Background: an optimization exercise with open tools, aiming at small area and a short achievable clock period. Do not read the settings as production practice.
Where RTL was checked, it was by simulation tests only, not by an equivalence proof against the original.

## job 2653
==> flow/design.v (excerpt) <==
module pipelined_iir(clk, reset, x, y);
  input wire clk, reset;
  input wire signed [31:0] x;
  output wire signed [31:0] y;
  reg [31:0] xr;    
  reg [43:0] qr;    
  wire [63:0] t;
  wire [43:0] q = t[63:20];
  reg [63:0] w11;   
  reg [4:0] wc11;  
  reg [63:0] w10;   
  reg [4:0] wc10;  
  reg [63:0] w9;   
  reg [4:0] wc9;  
  reg [63:0] w8;   
  reg [4:0] wc8;  
  reg [63:0] w7;   
  reg [4:0] wc7;  
  reg [63:0] w6;   
  reg [4:0] wc6;  
  reg [63:0] w5;   
  reg [4:0] wc5;  
  reg [63:0] w4;   
  reg [4:0] wc4;  
  reg [63:0] w3;   
  reg [4:0] wc3;  
  reg [63:0] w2;   
  reg [4:0] wc2;  
  reg [63:0] s1;    
  wire n1 = qr[1] ^ qr[0];
  wire n2 = qr[2] ^ qr[1];
  wire n3 = qr[3] ^ qr[2];
  wire n4 = qr[4] ^ qr[3];
  wire n5 = qr[5] ^ qr[4];
  wire n6 = qr[6] ^ qr[5];
  wire n7 = qr[7] ^ qr[6];
  wire n8 = qr[8] ^ qr[7];
  wire n9 = qr[9] ^ qr[8];
  wire n10 = qr[10] ^ qr[9];
  wire n11 = qr[11] ^ qr[10];
  wire n12 = qr[12] ^ qr[11];
  wire n13 = qr[13] ^ qr[12];
  wire n14 = qr[14] ^ qr[13];
  ...
Size: ~11,000 cells after synthesis, ~830 flip-flops, ~66 I/O pins.
clock: 32.0 ns
lec_check: 0
cap_margin: 40
core_margin: 2
core_utilization: 60
place_density: 0.8
slew_margin: 40
synth_hierarchical: 1
synth_minimum_keep_size: 0
tns_end_percent: 0
standard.sh (not shown) runs the stock make flow with config.mk's settings and CLKGATE_MAP_FILE= SYNTH_SCRIPT=/design/flow/synth_recipe.tcl, a recipe that flattens the netlist after the stock synthesis.
==> flow/flow/run.sh <==
#!/bin/bash
set -euo pipefail
export SETUP_SLACK_MARGIN=16
bash standard.sh MATCH_CELL_FOOTPRINT=0 IO_CONSTRAINTS=$PWD/flow/io.tcl  finish > standard.log 2>&1
==> flow/flow/io.tcl <==
# data pins in one ordered group on the bottom edge: y[i] next to the x bits that feed it most
set_io_pin_constraint -group -order -region bottom:* -pin_names {x[0] x[1] x[2] x[3] x[4] x[5] x[6] x[7] x[8] x[9] x[10] y[0] x[11] y[1] x[12] y[2] x[13] y[3] x[14] y[4] x[15] y[5] x[16] y[6] x[17] y[7] x[18] y[8] x[19] y[9] x[20] y[10] x[21] y[11] x[22] y[12] x[23] y[13] x[24] y[14] x[25] y[15] x[26] y[16] x[27] y[17] x[28] y[18] x[29] y[19] x[30] y[20] x[31] y[21] y[22] y[23] y[24] y[25] y[26] y[27] y[28] y[29] y[30] y[31]}
Here is what was changed in the inputs of job 5038 compared with job 2653.
==> flow/flow/run.sh <==
#!/bin/bash
set -euo pipefail
export SETUP_SLACK_MARGIN=16
bash standard.sh MATCH_CELL_FOOTPRINT=0   finish > standard.log 2>&1
removed: flow/flow/io.tcl
--- outcome ---
Job 5038 vs job 2653: relative slew slack up. Against job 2653, job 5038 comes in 0.19 points higher on global-route usage. Between job 2653 and job 5038, the via count figures differ only marginally.
[inputs] job 6129 vs job 5038
--- a/flow/config.mk
+++ b/flow/config.mk
@@ -10 +10 @@
-export CORE_UTILIZATION = 60
+export CORE_UTILIZATION = 70
@@ -15 +14,0 @@
-export TNS_END_PERCENT = 0
==> results.txt <==
Changes observed in job 6129 relative to job 5038: number of cells on the critical path went down 1, global-route usage climbed 12 points.
Lower worst setup slack after layout was reported by job 5038, not job 6129.
In the reports for job 6129 and job 5038, the larger number of global-route vias before repair belongs to job 6129.
Cell total after placement: job 6129 vs job 5038 down 420
Modified inputs, job 3754 compared to job 6129
==> flow/flow/run.sh <==
#!/bin/bash
set -euo pipefail
export SETUP_SLACK_MARGIN=17
bash standard.sh MATCH_CELL_FOOTPRINT=0 IO_CONSTRAINTS=$PWD/flow/io.tcl  finish > standard.log 2>&1
==> flow/flow/io.tcl (new file) <==
# data pins in one ordered group on the bottom edge: y[i] next to the x bits that feed it most
set_io_pin_constraint -group -order -region bottom:* -pin_names {x[0] x[1] x[2] x[3] x[4] x[5] x[6] x[7] x[8] x[9] x[10] y[0] x[11] y[1] x[12] y[2] x[13] y[3] x[14] y[4] x[15] y[5] x[16] y[6] x[17] y[7] x[18] y[8] x[19] y[9] x[20] y[10] x[21] y[11] x[22] y[12] x[23] y[13] x[24] y[14] x[25] y[15] x[26] y[16] x[27] y[17] x[28] y[18] x[29] y[19] x[30] y[20] x[31] y[21] y[22] y[23] y[24] y[25] y[26] y[27] y[28] y[29] y[30] y[31]}
--- a/flow/config.mk
+++ b/flow/config.mk
@@ -10 +10 @@
-export CORE_UTILIZATION = 70
+export CORE_UTILIZATION = 60
@@ -14,0 +15 @@
+export TNS_END_PERCENT = 0
### Flow results
Diff job 6129 -> job 3754: routed wire length now sits lower, number of buffers created by CTS now sits higher, maximum number of pins on one net before global-route repair now sits higher.
No run of this note included a check of the RTL's function; only the layout flow was run.


Setup of run a:
Another version of the RTL of pipelined_iir (not shown whole).
Size in the first run: ~11,000 cells after synthesis, roughly 810 flip-flops, about 0.15 mm2 of cells after synthesis.
Design pipelined_iir, start of the top module:
module pipelined_iir(clk, reset, x, y);
  input wire clk, reset;
  input wire signed [31:0] x;
  output wire signed [31:0] y;
  reg [31:0] xr;    
  reg [43:0] qr;    
  reg [63:0] w11;   
  reg [2:0] wc11;  
  reg [63:0] w10;   
  reg [2:0] wc10;  
  reg [63:0] w9;   
  reg [2:0] wc9;  
  reg [63:0] w8;   
  reg [2:0] wc8;  
  reg [63:0] w7;   
  reg [2:0] wc7;  
  reg [63:0] w6;   
  reg [2:0] wc6;  
  reg [63:0] w5;   
  reg [2:0] wc5;  
  reg [63:0] w4;   
  reg [2:0] wc4;  
  reg [63:0] w3;   
  reg [2:0] wc3;  
  reg [63:0] w2;   
  reg [2:0] wc2;  
  reg [63:0] w1;   
  reg [2:0] wc1;  
  wire signed [45:0] fq3 = ($signed(qr) <<< 0) + ($signed(qr) <<< 1);
  wire signed [48:0] fq23 = ($signed(fq3) <<< 3) - ($signed(qr) <<< 0);
  wire signed [48:0] fq25 = ($signed(qr) <<< 0) + ($signed(fq3) <<< 3);
  wire signed [48:0] fq27 = ($signed(fq3) <<< 0) + ($signed(fq3) <<< 3);
  wire signed [34:0] fx5 = ($signed(xr) <<< 0) + ($signed(xr) <<< 2);
  wire signed [35:0] fx15 = ($signed(xr) <<< 4) - ($signed(xr) <<< 0);
  ...
clock: 32.0 ns
lec_check: 0
cap_margin: 40
core_margin: 2
core_utilization: 35
slew_margin: 40
synth_hierarchical: 1
synth_minimum_keep_size: 0
==> flow/flow/run.sh <==
#!/bin/bash
set -euo pipefail
export SETUP_SLACK_MARGIN=14
bash standard.sh > standard.log 2>&1
diff inputs: run a => run b
==> flow/flow/run.sh <==
#!/bin/bash
set -euo pipefail
export SETUP_SLACK_MARGIN=15
bash standard.sh MATCH_CELL_FOOTPRINT=0 finish > standard.log 2>&1
Findings:
Looking at sum of buffers and inverters on the critical path across run a and run b, the one that comes out lower is run a.
Looking only at total global-route track usage, and setting everything else aside, the lower value of run a and run b goes to run a.
Summary of run b over run a: final critical-path required period fell by 0.18 ns; count of plain and timing-repair buffers in the layout now sits higher; number of setup buffers added after CTS up 61.
No functional check of the RTL was part of any run of this note.


Setup of branch raven:
pipelined_iir, a different RTL version from the one above (not shown whole).
Size: roughly 830 flip-flops, ~66 I/O pins.
clock: 32.0 ns
lec_check: 0
cap_margin: 40
core_margin: 2
core_utilization: 60
place_density: 0.8
slew_margin: 40
synth_hierarchical: 1
synth_minimum_keep_size: 0
tns_end_percent: 0
==> flow/flow/run.sh <==
#!/bin/bash
set -euo pipefail
export SETUP_SLACK_MARGIN=16
bash standard.sh MATCH_CELL_FOOTPRINT=0 IO_CONSTRAINTS=$PWD/flow/io.tcl finish > standard.log 2>&1
==> flow/flow/io.tcl <==
# data pins in one ordered group on the bottom edge: y[i] next to the x bits that feed it most
set_io_pin_constraint -group -order -region bottom:* -pin_names {x[0] x[1] x[2] x[3] x[4] x[5] x[6] x[7] x[8] x[9] x[10] y[0] x[11] y[1] x[12] y[2] x[13] y[3] x[14] y[4] x[15] y[5] x[16] y[6] x[17] y[7] x[18] y[8] x[19] y[9] x[20] y[10] x[21] y[11] x[22] y[12] x[23] y[13] x[24] y[14] x[25] y[15] x[26] y[16] x[27] y[17] x[28] y[18] x[29] y[19] x[30] y[20] x[31] y[21] y[22] y[23] y[24] y[25] y[26] y[27] y[28] y[29] y[30] y[31]}
branch raven finished every stage and its layout cleared the timing, DRC and antenna checks.
diff inputs: branch raven => branch lagoon
# branch raven
export LEC_CHECK = 0
export CAP_MARGIN = 40
export CORE_MARGIN = 2
export CORE_UTILIZATION = 60
export PLACE_DENSITY = 0.8
export SLEW_MARGIN = 40
export SYNTH_HIERARCHICAL = 1
export SYNTH_MINIMUM_KEEP_SIZE = 0
export TNS_END_PERCENT = 0
create_clock -name core_clock -period 32.0 [get_ports {clk}]
# branch lagoon
export LEC_CHECK = 0
export CAP_MARGIN = 40
export CORE_MARGIN = 2
export CORE_UTILIZATION = 70
export PLACE_DENSITY = 0.85
export SLEW_MARGIN = 40
export SYNTH_HIERARCHICAL = 1
export SYNTH_MINIMUM_KEEP_SIZE = 0
export TNS_END_PERCENT = 0
create_clock -name core_clock -period 32.0 [get_ports {clk}]
==> flow/flow/run.sh <==
#!/bin/bash
set -euo pipefail
export SETUP_SLACK_MARGIN=16
bash standard.sh MATCH_CELL_FOOTPRINT=0 IO_CONSTRAINTS=$PWD/flow/io.tcl  finish > standard.log 2>&1
==> results.txt <==
Core area: branch lagoon vs branch raven down 15%. Comparing branch raven and branch lagoon, the higher time the worst path needs with I/O delays and setup was measured on branch raven. Number of global-route vias before repair: branch raven and branch lagoon compared, lower one is branch raven. branch lagoon vs. branch raven: post-CTS repair timing setup buffer count climbed about 45%, share of the clock period used by the worst path comparable, sequential share of layout area held steady. Per the comparison of branch lagoon with branch raven, first-pass detailed-route iteration total lost 1; wire length of the first global-routing pass picked up an extra 2.8%.


Another version of the RTL of pipelined_iir (not shown whole).
Size in the first run: about 11000 cells after synthesis, about 830 flip-flops, roughly 150000 µm² of cells after synthesis.
==> flow/config.mk <==
export PLATFORM = sky130hd
export DESIGN_NAME = pipelined_iir
export DESIGN_NICKNAME = pipelined_iir
export VERILOG_FILES = /design/flow/design.v
export SDC_FILE = /design/flow/constraint.sdc
export NUM_CORES = 8
export LEC_CHECK = 0
export CAP_MARGIN = 40
export CORE_MARGIN = 2
export CORE_UTILIZATION = 45
export PLACE_DENSITY = 0.75
export SLEW_MARGIN = 40
export SYNTH_HIERARCHICAL = 1
export SYNTH_MINIMUM_KEEP_SIZE = 0
==> flow/constraint.sdc <==
create_clock -name core_clock -period 32.0 [get_ports {clk}]
set_input_delay 6.4000 -clock core_clock [delete_from_list [all_inputs] [get_ports {clk}]]
set_output_delay 6.4000 -clock core_clock [all_outputs]
set_load 0.01 [all_outputs]
==> flow/flow/run.sh <==
#!/bin/bash
set -euo pipefail
export SETUP_SLACK_MARGIN=16
bash standard.sh MATCH_CELL_FOOTPRINT=0 finish > standard.log 2>&1
The baseline finished clean.
==> next run, changes <==
==> flow/flow/run.sh (replaced) <==
#!/bin/bash
set -euo pipefail
export SETUP_SLACK_MARGIN=17
bash standard.sh MATCH_CELL_FOOTPRINT=0 finish > standard.log 2>&1
- PLACE_DENSITY: 0.75 -> unset
Worst setup slack improved by 23 ps. Critical path depth falls by 1. First-iteration DRC count fell by 19%. Register-to-register slack is better by 910 ps. Cell count grows by 0.62%. Die area stays the same. Via count decreases by 1.9%. Count of clock-buffer cells in the layout rises by 14.
No functional check of the RTL was part of any run of this note.


Setup of run A:
pipelined_iir, a different RTL version from the one above (not shown whole).
For scale: ~11000 cells after synthesis, roughly 910 flip-flops, about 66 I/O pins.
==> flow/design.v (excerpt) <==
module pipelined_iir(clk, reset, x, y);
  input wire clk, reset;
  input wire signed [31:0] x;
  output wire signed [31:0] y;
  reg [31:0] xr;    
  reg [43:0] qr;    
  reg [45:0] rq3;    
  reg [34:0] rx5;    
  wire [63:0] t;
  wire [43:0] q = t[63:20];
  reg [63:0] w11;   
  reg [4:0] wc11;  
  reg [63:0] w10;   
  reg [4:0] wc10;  
  reg [63:0] w9;   
  reg [4:0] wc9;  
  reg [63:0] w8;   
  reg [4:0] wc8;  
  reg [63:0] w7;   
  reg [4:0] wc7;  
  reg [63:0] w6;   
  reg [4:0] wc6;  
  reg [63:0] w5;   
  reg [4:0] wc5;  
  reg [63:0] w4;   
  reg [4:0] wc4;  
  reg [63:0] w3;   
  reg [4:0] wc3;  
  reg [63:0] w2;   
  reg [4:0] wc2;  
  reg [63:0] s1;    
  wire n1 = q[1] ^ q[0];
  wire n2 = q[2] ^ q[1];
  wire n3 = q[3] ^ q[2];
  wire n4 = q[4] ^ q[3];
  wire n5 = q[5] ^ q[4];
  wire n6 = q[6] ^ q[5];
  wire n7 = q[7] ^ q[6];
  wire n8 = q[8] ^ q[7];
  wire n9 = q[9] ^ q[8];
  wire n10 = q[10] ^ q[9];
  wire n11 = q[11] ^ q[10];
  wire n12 = q[12] ^ q[11];
  wire n13 = q[13] ^ q[12];
  wire n14 = q[14] ^ q[13];
  wire n15 = q[15] ^ q[14];
  wire n16 = q[16] ^ q[15];
  wire n17 = q[17] ^ q[16];
  wire n18 = q[18] ^ q[17];
  wire n19 = q[19] ^ q[18];
  wire n20 = q[20] ^ q[19];
  wire n21 = q[21] ^ q[20];
  wire n22 = q[22] ^ q[21];
  wire n23 = q[23] ^ q[22];
  wire n24 = q[24] ^ q[23];
  wire n25 = q[25] ^ q[24];
  wire n26 = q[26] ^ q[25];
  wire n27 = q[27] ^ q[26];
  wire n28 = q[28] ^ q[27];
  wire n29 = q[29] ^ q[28];
  wire n30 = q[30] ^ q[29];
  wire n31 = q[31] ^ q[30];
  wire n32 = q[32] ^ q[31];
  wire n33 = q[33] ^ q[32];
  wire n34 = q[34] ^ q[33];
  wire n35 = q[35] ^ q[34];
  wire n36 = q[36] ^ q[35];
  wire n37 = q[37] ^ q[36];
  wire n38 = q[38] ^ q[37];
  wire n39 = q[39] ^ q[38];
  wire n40 = q[40] ^ q[39];
  wire n41 = q[41] ^ q[40];
  wire n42 = q[42] ^ q[41];
  wire n43 = q[43] ^ q[42];
  wire n44 = q[43] ^ q[43];
  wire n45 = q[43] ^ q[43];
  wire n46 = q[1] & q[0];
  wire n47 = q[2] & q[1];
  wire n48 = q[3] & q[2];
  wire n49 = q[4] & q[3];
  wire n50 = q[5] & q[4];
  ...
clock: 32.0 ns
lec_check: 0
cap_margin: 40
core_margin: 2
core_utilization: 60
place_density: 0.8
slew_margin: 40
synth_hierarchical: 1
synth_minimum_keep_size: 0
tns_end_percent: 0
==> flow/flow/run.sh <==
#!/bin/bash
set -euo pipefail
export SETUP_SLACK_MARGIN=16
bash standard.sh MATCH_CELL_FOOTPRINT=0 IO_CONSTRAINTS=$PWD/flow/io.tcl finish > standard.log 2>&1
Scripts as last shown in full above: flow/flow/io.tcl
Setup changes, run A to run B
==> flow/flow/run.sh <==
#!/bin/bash
set -euo pipefail
export SETUP_SLACK_MARGIN=16
bash standard.sh MATCH_CELL_FOOTPRINT=0 IO_CONSTRAINTS=$PWD/flow/io.tcl  finish > standard.log 2>&1
-- flow/config.mk --
<<< run A, line 9
export CORE_MARGIN = 2
export CORE_UTILIZATION = 60
export PLACE_DENSITY = 0.8
export SLEW_MARGIN = 40
export SYNTH_HIERARCHICAL = 1
>>> run B, line 9
export CORE_MARGIN = 2
export CORE_UTILIZATION = 60
export CTS_CLUSTER_DIAMETER = 100
export CTS_CLUSTER_SIZE = 20
export PLACE_DENSITY = 0.7
export SLEW_MARGIN = 40
export SYNTH_HIERARCHICAL = 1
--- outcome ---
Run B closes out successfully: all stages finished, all timing, DRC and antenna checks passed.
Status: final cycle utilization of the critical path parity (run A, run B)
Diff run A..run B | area of placed instances | negligible
Run B vs. run A: smallest setup slack after layout rose 0.024 ns; transition time at the pin with the least slew margin down 0.036 ns; post-layout instance area dropped about 0.8%; worst-case setup slack after placement decreased 0.019 ns; number of standard cells in the final layout excluding fillers fell by 0.31%.
Between run B and run A, the difference in fraction of layout instances using a drive strength above 1 is negligible.
--- input diff run B..run C ---
-- flow/config.mk --
<<< run B, line 10
export CORE_UTILIZATION = 60
export CTS_CLUSTER_DIAMETER = 100
export CTS_CLUSTER_SIZE = 20
export PLACE_DENSITY = 0.7
export SLEW_MARGIN = 40
export SYNTH_HIERARCHICAL = 1
>>> run C, line 10
export CORE_UTILIZATION = 60
export CTS_CLUSTER_DIAMETER = 100
export CTS_CLUSTER_SIZE = 24
export PLACE_DENSITY = 0.8
export SLEW_MARGIN = 40
export SYNTH_HIERARCHICAL = 1
--- outcome ---
- Lower via count goes to run B over run C.
- Compare run B and run C | clock-pin slew on the worst setup and hold paths higher: run C
- Run C against run B: actual transition at the worst max-transition pin increased 0.040 ns.
- For total inserted antenna cells, dividing the value from run B by the value from run C gives 1.5.
- Wire length: run C < run B

-- static timing again, ports no longer ideal --
Ports are ideal in the flow. The routed layouts listed here were re-timed in OpenROAD. Step 1, drivers: a clkbuf_16 drives clk and a buf_2 each remaining input, both assumed. Step 2, shift: input delay + t, output delay - t, t = (earliest + latest rising clock arrival at the registers) / 2. This alone moves slack from input paths to output paths. Slacks: no drivers / after step 1 / after step 2; pairs: no drivers / after step 1.
run | shift t [ns] | setup WS [ns] | hold WS [ns] | cell pins on the clock port's net
job 2653 | 0.961 | 15.274 / 15.217 / 15.217 | 0.366 / 0.366 / 0.366 | 1
job 5038 | 0.954 | 15.166 / 15.106 / 15.106 | 0.370 / 0.370 / 0.370 | 1
job 6129 | 0.970 | 15.272 / 15.222 / 15.222 | 0.378 / 0.378 / 0.378 | 1
job 3754 | 0.961 | 15.274 / 15.217 / 15.217 | 0.366 / 0.366 / 0.366 | 1
run a of note 2 | 0.981 | 14.136 / 14.077 / 14.077 | 0.411 / 0.411 / 0.411 | 1
run b of note 2 | 1.067 | 14.313 / 14.260 / 14.260 | 0.411 / 0.411 / 0.411 | 1
branch raven | 0.957 | 15.485 / 15.452 / 15.452 | 0.363 / 0.363 / 0.363 | 1
branch lagoon | 0.983 | 15.500 / 15.467 / 15.467 | 0.369 / 0.369 / 0.369 | 1
the first run of note 4 | 0.914 | 15.103 / 15.008 / 15.008 | 0.360 / 0.360 / 0.360 | 1
the second run of note 4 | 0.945 | 15.126 / 15.067 / 15.067 | 0.368 / 0.368 / 0.368 | 1
run A of note 5 | 0.965 | 15.571 / 15.523 / 14.882 | 0.363 / 0.363 / 0.363 | 1
run B of note 5 | 0.891 | 15.595 / 15.521 / 14.938 | 0.366 / 0.366 / 0.366 | 1
run C of note 5 | 0.904 | 15.600 / 15.549 / 14.875 | 0.361 / 0.361 / 0.361 | 1
After both steps setup and hold are still met in every run listed. For run C of note 5, which loses most, drivers alone change the setup slack by -0.051 ns; drivers and shift together by -0.725 ns.
